From an optimization exercise on the open Yosys and OpenROAD flow, aimed at small area; shortcuts taken in it are not production practice.
Function was checked by simulation only, so behaviour that the tests miss may differ from the original.
Power is estimated from default activity; no workload was simulated. The clock port is modelled as an ideal driver; clocking choices that lean on that would not hold on a real chip.

==> flow/design.v <==
`timescale 1ns / 1ps
module moving_average # (
    parameter integer in_bits = 16,
    parameter integer out_bits = 16,
    parameter integer log2_samples = 8
    )(
    input wire [in_bits-1:0] in_data,
    input wire clk,
    input wire rst,  
    output wire [out_bits-1:0] out_data
    );
    localparam integer samples = 2**log2_samples;
    localparam integer reg_bits = in_bits+log2_samples;
    localparam integer depth = samples+1;    
    localparam integer cut = 8;              
    localparam integer hi_bits = reg_bits-in_bits-1;
    reg [depth*in_bits-1:0] line;
    reg [log2_samples:0] fill;
    reg [reg_bits-1:0] sum;
    reg p_diff, p_sum;                       
    wire [in_bits-1:0] newest = line[in_bits-1:0];
    wire [in_bits-1:0] oldest = line[depth*in_bits-1:(depth-1)*in_bits];
    wire sub_old = fill[log2_samples];
    wire [in_bits:0] da = {newest[in_bits-1], newest};
    wire [in_bits:0] db = ~({(in_bits+1){sub_old}} & {oldest[in_bits-1], oldest});
    wire [in_bits+1:0] dc;
    wire [in_bits:0] diff;
    wire [in_bits+1:0] sc;
    wire [reg_bits-1:0] next;
    assign dc[0] = 1'b1;
    assign sc[0] = 1'b0;
    genvar i;
    generate
    for (i = 0; i <= in_bits; i = i+1) begin : gen_add
        wire dci = (i == cut) ? p_diff : dc[i];
        wire sci = (i == cut) ? p_sum : sc[i];
        assign diff[i] = da[i] ^ db[i] ^ dci;
        assign dc[i+1] = (da[i] & db[i]) | (dci & (da[i] ^ db[i]));
        assign next[i] = sum[i] ^ diff[i] ^ sci;
        assign sc[i+1] = (sum[i] & diff[i]) | (sci & (sum[i] ^ diff[i]));
    end
    endgenerate
    wire [hi_bits-1:0] sum_hi = sum[reg_bits-1:in_bits+1];
    wire [hi_bits-1:0] hi_inc = sum_hi + 1'b1;
    wire [hi_bits-1:0] hi_dec = sum_hi - 1'b1;
    wire up = sc[in_bits+1] & ~diff[in_bits];
    wire down = ~sc[in_bits+1] & diff[in_bits];
    assign next[reg_bits-1:in_bits+1] = up ? hi_inc : down ? hi_dec : sum_hi;
    always @(posedge clk) begin
        line[depth*in_bits-1:in_bits] <= line[(depth-1)*in_bits-1:0];
        line[in_bits-1:0] <= rst ? {in_bits{1'b0}} : in_data;
    end
    always @(posedge clk) begin
        if (rst) begin
            fill <= {(log2_samples+1){1'b0}};
            sum <= {reg_bits{1'b0}};
            p_diff <= 1'b0;
            p_sum <= 1'b0;
        end
        else begin
            fill[log2_samples-1:0] <= fill[log2_samples-1:0] + 1'b1;
            if (&fill[log2_samples-1:0])
                fill[log2_samples] <= 1'b1;
            sum <= next;
            p_diff <= dc[cut];
            p_sum <= sc[cut];
        end
    end
    wire [reg_bits-cut-1:0] total_hi = sum[reg_bits-1:cut] + p_diff + p_sum;
    wire [reg_bits-1:0] total = {total_hi, sum[cut-1:0]};
    assign out_data = {total[reg_bits-1], total[reg_bits-3:reg_bits-out_bits-1]};
endmodule
==> flow/config.mk <==
export PLATFORM = sky130hd
export DESIGN_NAME = moving_average
export DESIGN_NICKNAME = moving_average
export VERILOG_FILES = /design/flow/design.v
export SDC_FILE = /design/flow/constraint.sdc
export NUM_CORES = 4
export LEC_CHECK = 0
export CAP_MARGIN = 20
export CORE_MARGIN = 2
export CORE_UTILIZATION = 50
export CTS_CLUSTER_DIAMETER = 100
export CTS_CLUSTER_SIZE = 32
export SLEW_MARGIN = 20
==> flow/constraint.sdc <==
create_clock -name core_clock -period 8.0 [get_ports {clk}]
set_input_delay 1.6000 -clock core_clock [delete_from_list [all_inputs] [get_ports {clk}]]
set_output_delay 1.6000 -clock core_clock [all_outputs]
set_load 0.01 [all_outputs]
standard.sh (not shown) runs the stock make flow with config.mk's settings and CLKGATE_MAP_FILE= SYNTH_SCRIPT=/design/flow/synth_recipe.tcl, a recipe that flattens the netlist after the stock synthesis.
==> flow/flow/run.sh <==
#!/bin/bash
# Own layout flow: the standard flow, with the ports buffered by buf_1 cells
# instead of the delay buffers buffer_ports picks by default. Its output goes
# to flow.log here; ORFS keeps its per-step logs under orfs/logs.
set -euo pipefail
bash standard.sh BUFFER_PORTS_ARGS="-buffer_cell sky130_fd_sc_hd__buf_1" finish > "$(pwd)/flow.log" 2>&1
The baseline finished clean.
Rerun with:
==> flow/run.sh (new file) <==
#!/bin/bash
# synth_recipe.tcl (not shown) runs the flow's synth.tcl, then flattens the netlist and writes it again
# the make line also repeats each setting of config.mk as NAME=value (left out here)
make -C /OpenROAD-flow-scripts/flow DESIGN_CONFIG=/design/flow/config.mk WORK_HOME=/design/flow/orfs CLKGATE_MAP_FILE= SYNTH_SCRIPT=/design/flow/synth_recipe.tcl finish
- CORE_UTILIZATION: 50 -> 60
- PLACE_DENSITY: unset -> 0.85
removed: flow/flow/run.sh
removed: flow/standard.sh
Result: The new run ran to the end with no violations; via count goes up by 0.47%; wire length is higher by 21%; worst hold slack gets worse by 4.9 ps.
Rerun with:
- CORE_UTILIZATION: 60 -> 50
- PLACE_DENSITY: 0.85 -> unset
Result: Count of clock-buffer cells in the layout climbs by 4. Total power drops by about 0.56%. Critical path depth stays the same. Fmax climbs by 0.94%. Area after synthesis does not change.

[what the ideal ports hide]
In the flow no input, the clock included, has a driving cell. The finished layouts below were timed again as built, in two steps. Step 1 assumes that a clkbuf_16 drives the clock port and a buf_2 every other input. Step 2 adds t to the input delays and takes it off the output delays; t is the mean of the earliest and latest rising clock arrival at the registers after step 1. Input paths then give back, and output paths get back, about the clock's delay inside the block. a / b / c = ideal / step 1 / step 2; a / b = the first two.
run	shift t [ns]	setup slack, ns	hold slack, ns	worst register clock-pin slew, ns	cell pins on the clock port's net
the first run	0.851	1.849 / 1.849 / 1.849	0.319 / 0.319 / 0.319	0.11 / 0.11	1
the second run	0.857	1.724 / 1.724 / 1.724	0.314 / 0.314 / 0.314	0.12 / 0.12	1
the third run	0.849	1.782 / 1.782 / 1.782	0.321 / 0.321 / 0.321	0.12 / 0.12	1
After both steps every run listed still meets setup and hold.
